Context: an optimization exercise on an open-source flow, tuned for small area, a short achievable clock period and few clock cycles. The choices shown serve that exercise and are no tape-out recipe.
Where RTL was checked, it was by simulation tests only, not by an equivalence proof against the original.
Power figures rest on the tool's default switching activity, not on a simulated workload.

==> v3 <==
==> flow/design.v <==
`timescale 1ns / 1ps
module cpu(
    input clk, rst,
    input prog_we,
    input [4:0] prog_addr,
    input [7:0] prog_data,
    input [4:0] dbg_addr,
    output halt,
    output [7:0] acc,
    output [7:0] dbg_data
    );
localparam [2:0] HLT = 3'd0, SKZ = 3'd1, ADD = 3'd2, AND = 3'd3,
                 XOR = 3'd4, LDA = 3'd5, STO = 3'd6, JMP = 3'd7;
logic [7:0] mem [0:31];
logic [7:0] ir;
logic [4:0] pc;
logic [7:0] ac;
logic       halted;
wire [2:0] op = ir[7:5];
wire [4:0] a  = ir[4:0];
wire       zero = (ac == 8'h00);
wire [4:0] pc1 = pc + 5'd1;
wire [4:0] pc2 = pc + 5'd2;
function automatic [31:0] dec32(input [4:0] x, input en);
    logic [3:0] lo;
    logic [7:0] hi;
    for (int j = 0; j < 4; j++) lo[j] = (x[1:0] == j[1:0]);
    for (int k = 0; k < 8; k++) hi[k] = en && (x[4:2] == k[2:0]);
    for (int i = 0; i < 32; i++) dec32[i] = lo[i % 4] && hi[i / 4];
endfunction
logic [4:0] pc_next;
always_comb begin
    if (op == JMP)               pc_next = a;
    else if (op == SKZ && zero)  pc_next = pc2;
    else                         pc_next = pc1;
end
wire [4:0] fsel = (halted || op == HLT) ? dbg_addr : pc_next;
wire [4:0] fa   = fsel & {5{rst}};
wire fwd_p = !rst && prog_we && prog_addr == 5'd0;
wire fwd_s = rst && !halted && op == STO && a == pc1;
wire [31:0] fdec = dec32(fa, !(fwd_p || fwd_s));
wire [31:0] adec = dec32(a, 1'b1);
wire [31:0] pdec = dec32(prog_addr, prog_we);
logic [7:0] fdata, odata;
always_comb begin
    fdata = ({8{fwd_p}} & prog_data) | ({8{fwd_s}} & ac);
    odata = 8'h00;
    for (int i = 0; i < 32; i++) begin
        fdata = fdata | ({8{fdec[i]}} & mem[i]);
        odata = odata | ({8{adec[i]}} & mem[i]);
    end
end
wire sto = rst && !halted && op == STO;
wire [7:0] wdata = rst ? ac : prog_data;
always_ff @(posedge clk) begin
    for (int i = 0; i < 32; i++)
        if (pdec[i] || (sto && adec[i]))
            mem[i] <= wdata;
end
always_ff @(posedge clk)
    ir <= fdata;
logic [7:0] g, p, cg, cp, sum;
always_comb begin
    g = ac & odata;
    p = ac ^ odata;
    cg = g;
    cp = p;
    for (int s = 1; s < 8; s = s * 2)
        for (int i = 7; i >= s; i--) begin
            cg[i] = cg[i] | (cp[i] & cg[i - s]);
            cp[i] = cp[i] & cp[i - s];
        end
    sum = p ^ {cg[6:0], 1'b0};
end
logic [7:0] ac_next;
always_comb begin
    case (op)
        ADD:     ac_next = sum;
        AND:     ac_next = g;
        XOR:     ac_next = p;
        LDA:     ac_next = odata;
        default: ac_next = ac;
    endcase
end
always_ff @(posedge clk or negedge rst) begin
    if (!rst) begin
        pc     <= 5'd0;
        ac     <= 8'h00;
        halted <= 1'b0;
    end else if (!halted) begin
        if (op == HLT) halted <= 1'b1;
        else begin
            pc <= pc_next;
            ac <= ac_next;
        end
    end
end
assign halt     = halted;
assign acc      = ac;
assign dbg_data = ir;
endmodule
==> flow/flow/run.sh <==
#!/bin/bash
# Layout flow: the standard ORFS flow, with two changes:
#  - synthesis maps logic with flow/abc.script instead of ORFS's abc_speed.script
#    (same synth -nofsm -noshare, flatten and renaming as synth_recipe.tcl);
#  - optional extra environment settings from flow/env.sh (repair targets etc).
# Every tool's output is in orfs/logs/...; make's own output goes to flow_make.log.
set -euo pipefail
here=$(pwd)
# synthesis script: synth_recipe.tcl with our copy of ORFS synth.tcl
sed "s#log_cmd abc {\*}\$abc_args#set abc_args [lreplace \$abc_args 1 1 $here/flow/abc.script]\n  log_cmd abc {*}\$abc_args#" \
    "$FLOW_HOME/scripts/synth.tcl" > "$here/synth_custom.tcl"
grep -q "flow/abc.script" "$here/synth_custom.tcl"
sed "s#source \$::env(SCRIPTS_DIR)/synth.tcl#source $here/synth_custom.tcl#" synth_recipe.tcl > synth_recipe_custom.tcl
grep -q "synth_custom.tcl" synth_recipe_custom.tcl
sed "s#SYNTH_SCRIPT=[^ ]*#SYNTH_SCRIPT=$here/synth_recipe_custom.tcl#" standard.sh > standard_custom.sh
grep -q "synth_recipe_custom.tcl" standard_custom.sh
if [[ -f flow/env.sh ]]; then source flow/env.sh; fi
bash standard_custom.sh > flow_make.log 2>&1
==> flow/flow/abc.script <==
&get -n
&st
&dch
&nf -p -R 1000
&st
&dch
&nf -p -R 1000
&st
&dch
&nf -p -R 1000
&put
buffer -c
topo
stime -c
upsize -c
dnsize -c
==> flow/flow/env.sh <==
export SETUP_SLACK_MARGIN=6
export BUFFER_PORTS_ARGS="-buffer_cell sky130_fd_sc_hd__buf_2"
export CTS_BUF_LIST=sky130_fd_sc_hd__clkbuf_8
export CTS_CLUSTER_SIZE=30
export CTS_CLUSTER_DIAMETER=60
==> flow/standard.sh <==
#!/bin/bash
# synth_recipe.tcl (not shown) runs the flow's synth.tcl, then flattens the netlist and writes it again
# the make line also repeats each setting of config.mk as NAME=value (left out here)
make -C /OpenROAD-flow-scripts/flow DESIGN_CONFIG=/design/flow/config.mk WORK_HOME=/design/flow/orfs CLKGATE_MAP_FILE= SYNTH_SCRIPT=/design/flow/synth_recipe.tcl "${@:-finish}"
==> flow/config.mk <==
export PLATFORM = sky130hd
export DESIGN_NAME = cpu
export DESIGN_NICKNAME = cpu
export VERILOG_FILES = /design/flow/design.v
export SDC_FILE = /design/flow/constraint.sdc
export NUM_CORES = 4
export LEC_CHECK = 0
export CAP_MARGIN = 20
export CORE_MARGIN = 2
export CORE_UTILIZATION = 40
export SLEW_MARGIN = 20
==> flow/constraint.sdc <==
create_clock -name core_clock -period 10.0 [get_ports {clk}]
set_input_delay 2.0000 -clock core_clock [delete_from_list [all_inputs] [get_ports {clk}]]
set_output_delay 2.0000 -clock core_clock [all_outputs]
set_load 0.01 [all_outputs]
==> inputs of v29, as changes to v3 <==
==> flow/design.v (replaced) <==
`timescale 1ns / 1ps
module cpu(
    input clk, rst,
    input prog_we,
    input [4:0] prog_addr,
    input [7:0] prog_data,
    input [4:0] dbg_addr,
    output halt,
    output [7:0] acc,
    output [7:0] dbg_data
    );
localparam [2:0] HLT = 3'd0, SKZ = 3'd1, ADD = 3'd2, AND = 3'd3,
                 XOR = 3'd4, LDA = 3'd5, STO = 3'd6, JMP = 3'd7;
logic [7:0] mem [0:31];
logic [7:0] ir;
logic [4:0] pc;
logic [7:0] ac;
logic       halted;
wire [2:0] op = ir[7:5];
wire [4:0] a  = ir[4:0];
wire       zero = (ac == 8'h00);
wire [4:0] pc1 = pc + 5'd1;
wire [4:0] pc2 = pc + 5'd2;
logic [4:0] pc_next;
always_comb begin
    if (op == JMP)               pc_next = a;
    else if (op == SKZ && zero)  pc_next = pc2;
    else                         pc_next = pc1;
end
logic [4:0] fa;
always_comb begin
    if (!rst)                        fa = 5'd0;
    else if (halted || op == HLT)    fa = dbg_addr;
    else                             fa = pc_next;
end
wire [31:0] fdec = 32'd1 << fa;
wire [31:0] adec = 32'd1 << a;
logic [7:0] fdata, odata;
always_comb begin
    fdata = 8'h00;
    odata = 8'h00;
    for (int i = 0; i < 32; i++) begin
        fdata = fdata | ({8{fdec[i]}} & mem[i]);
        odata = odata | ({8{adec[i]}} & mem[i]);
    end
end
wire sto = rst && !halted && op == STO;
wire [7:0] wdata = prog_we ? prog_data : ac;
always_ff @(posedge clk) begin
    for (int i = 0; i < 32; i++)
        if (prog_we ? (prog_addr == i[4:0]) : (sto && adec[i]))
            mem[i] <= wdata;
end
always_ff @(posedge clk) begin
    if (prog_we && prog_addr == 5'd0)  ir <= prog_data;
    else if (sto && a == pc1)          ir <= ac;
    else                               ir <= fdata;
end
logic [7:0] ac_next;
always_comb begin
    case (op)
        ADD:     ac_next = ac + odata;
        AND:     ac_next = ac & odata;
        XOR:     ac_next = ac ^ odata;
        LDA:     ac_next = odata;
        default: ac_next = ac;
    endcase
end
always_ff @(posedge clk or negedge rst) begin
    if (!rst) begin
        pc     <= 5'd0;
        ac     <= 8'h00;
        halted <= 1'b0;
    end else if (!halted) begin
        if (op == HLT) halted <= 1'b1;
        else begin
            pc <= pc_next;
            ac <= ac_next;
        end
    end
end
assign halt     = halted;
assign acc      = ac;
assign dbg_data = ir;
endmodule
==> flow/run.sh (new file) <==
#!/bin/bash
# synth_recipe.tcl (not shown) runs the flow's synth.tcl, then flattens the netlist and writes it again
# the make line also repeats each setting of config.mk as NAME=value (left out here)
make -C /OpenROAD-flow-scripts/flow DESIGN_CONFIG=/design/flow/config.mk WORK_HOME=/design/flow/orfs CLKGATE_MAP_FILE= SYNTH_SCRIPT=/design/flow/synth_recipe.tcl finish
- SETUP_SLACK_MARGIN: not set -> 5
removed: flow/flow/run.sh
removed: flow/flow/abc.script
removed: flow/flow/env.sh
removed: flow/standard.sh
==> inputs of v22, as changes to v3 <==
--- a/flow/design.v
+++ b/flow/design.v
@@ -36,19 +36,25 @@
 end
-wire [4:0] fsel = (halted || op == HLT) ? dbg_addr : pc_next;
-wire [4:0] fa   = fsel & {5{rst}};
-wire fwd_p = !rst && prog_we && prog_addr == 5'd0;
-wire fwd_s = rst && !halted && op == STO && a == pc1;
-wire [31:0] fdec = dec32(fa, !(fwd_p || fwd_s));
+wire [4:0] fa = (halted || op == HLT) ? dbg_addr : pc_next;
+wire fwd_s = !halted && op == STO && a == pc1;
 wire [31:0] adec = dec32(a, 1'b1);
 wire [31:0] pdec = dec32(prog_addr, prog_we);
-logic [7:0] fdata, odata;
-always_comb begin
-    fdata = ({8{fwd_p}} & prog_data) | ({8{fwd_s}} & ac);
-    odata = 8'h00;
-    for (int i = 0; i < 32; i++) begin
-        fdata = fdata | ({8{fdec[i]}} & mem[i]);
-        odata = odata | ({8{adec[i]}} & mem[i]);
+function automatic [7:0] rd32(input [4:0] x, input en, input [255:0] m);
+    logic [3:0] lo;
+    logic [7:0] hi;
+    logic [7:0] grp;
+    for (int j = 0; j < 4; j++) lo[j] = (x[1:0] == j[1:0]);
+    for (int k = 0; k < 8; k++) hi[k] = en && (x[4:2] == k[2:0]);
+    rd32 = 8'h00;
+    for (int k = 0; k < 8; k++) begin
+        grp = 8'h00;
+        for (int j = 0; j < 4; j++) grp = grp | ({8{lo[j]}} & m[8 * (4 * k + j) +: 8]);
+        rd32 = rd32 | ({8{hi[k]}} & grp);
     end
-end
-wire sto = rst && !halted && op == STO;
+endfunction
+logic [255:0] mflat;
+always_comb
+    for (int i = 0; i < 32; i++) mflat[8 * i +: 8] = mem[i];
+wire [7:0] fdata = rd32(fa, !fwd_s, mflat) | ({8{fwd_s}} & ac);
+wire [7:0] odata = rd32(a, 1'b1, mflat);
+wire sto = !halted && op == STO;
 wire [7:0] wdata = rst ? ac : prog_data;
@@ -59,4 +65,6 @@
 end
-always_ff @(posedge clk)
-    ir <= fdata;
+localparam [7:0] IR_RESET = {AND, 5'd0};
+always_ff @(posedge clk or negedge rst)
+    if (!rst) ir <= IR_RESET;
+    else      ir <= fdata;
 logic [7:0] g, p, cg, cp, sum;
@@ -86,3 +94,3 @@
     if (!rst) begin
-        pc     <= 5'd0;
+        pc     <= 5'd31;
         ac     <= 8'h00;
==> flow/flow/env.sh (replaced) <==
export SETUP_SLACK_MARGIN=6.5
export BUFFER_PORTS_ARGS="-buffer_cell sky130_fd_sc_hd__buf_2"
- CORE_UTILIZATION: 40 -> 60
- CTS_CLUSTER_DIAMETER: not set -> 60
- CTS_CLUSTER_SIZE: not set -> 30
- PLACE_DENSITY: not set -> 0.75
==> results.txt <==
register area approximately 8200 sq um; Adder-Cell Fraction of Synth Area 1.154%; final WL about 69000 um; run status complete, no violations; Crit Path Category flop to flop; Crit path largest cell delay 800 ps; sequential share of power 50.4%; Sw Pwr 0.7994 mW; WP depth 16; CTS buffer count 27; Critical Path AT 4530 ps; die area 32890 sq um; Worst path top cell family by delay simple AND/OR/NAND/NOR gates; clock-net power 0.872 mW; CP Launch Type flop
That was v3.
==> results.txt <==
Crit path largest cell delay 500 ps; Adder-Cell Fraction of Synth Area 1.106%; CTS buffer count 21; Crit Path Category flop to flop; Critical Path AT 4000 ps; register area 8253 sq um; sequential share of power 47.3%; clock-net power 0.863 mW; CP Launch Type flop; final WL 44870 um; WP depth 16; run status complete, no violations
That was v22.
==> results.txt <==
sequential share of power 42.4%; register area 8203 sq um; run status complete, no violations; die area 36790 sq um; final WL 80760 um; clock-net power ~1.1 mW; Worst path top cell family by delay simple AND/OR/NAND/NOR gates; WP depth 9; Critical Path AT 5560 ps; Adder-Cell Fraction of Synth Area 1.029%
That was v29.
Testbench counts of v3, summed over its fixed seeds: cycles 15,794.
Testbench counts of v22, summed over its fixed seeds: cycles 15,986.
Only the layout flow was run in v29; the RTL was not checked for function there.

## afterwards: timing with drivers on the ports
In the flow no input, the clock included, has a driving cell. The finished layouts below were timed again as built, in two steps. Step 1 (the two cells are an assumption about what drives the block):
set clk [get_ports {clk}]
set_driving_cell -lib_cell sky130_fd_sc_hd__clkbuf_16 $clk
set_driving_cell -lib_cell sky130_fd_sc_hd__buf_2 [delete_from_list [all_inputs] $clk]
Step 2 also shifts input and output timing later by t, the mid clock arrival at the registers, as if the neighbouring blocks saw the same clock. a / b / c = ideal / step 1 / step 2; a / b = the first two.
run	shift t [ns]	setup WS [ns]	hold WS [ns]	cell pins on the clock port's net
v3	0.654	6.002 / 5.915 / 5.261	0.535 / 0.535 / 0.535	1
v29	0.632	4.937 / 4.964 / 4.332	0.631 / 0.631 / 0.631	1
v22	0.573	6.439 / 6.439 / 5.931	0.486 / 0.486 / 0.486	1
After both steps every run listed still meets setup and hold. The setup slack of v3, which loses most, moves by -0.087 ns with the drivers and by -0.741 ns with both steps.
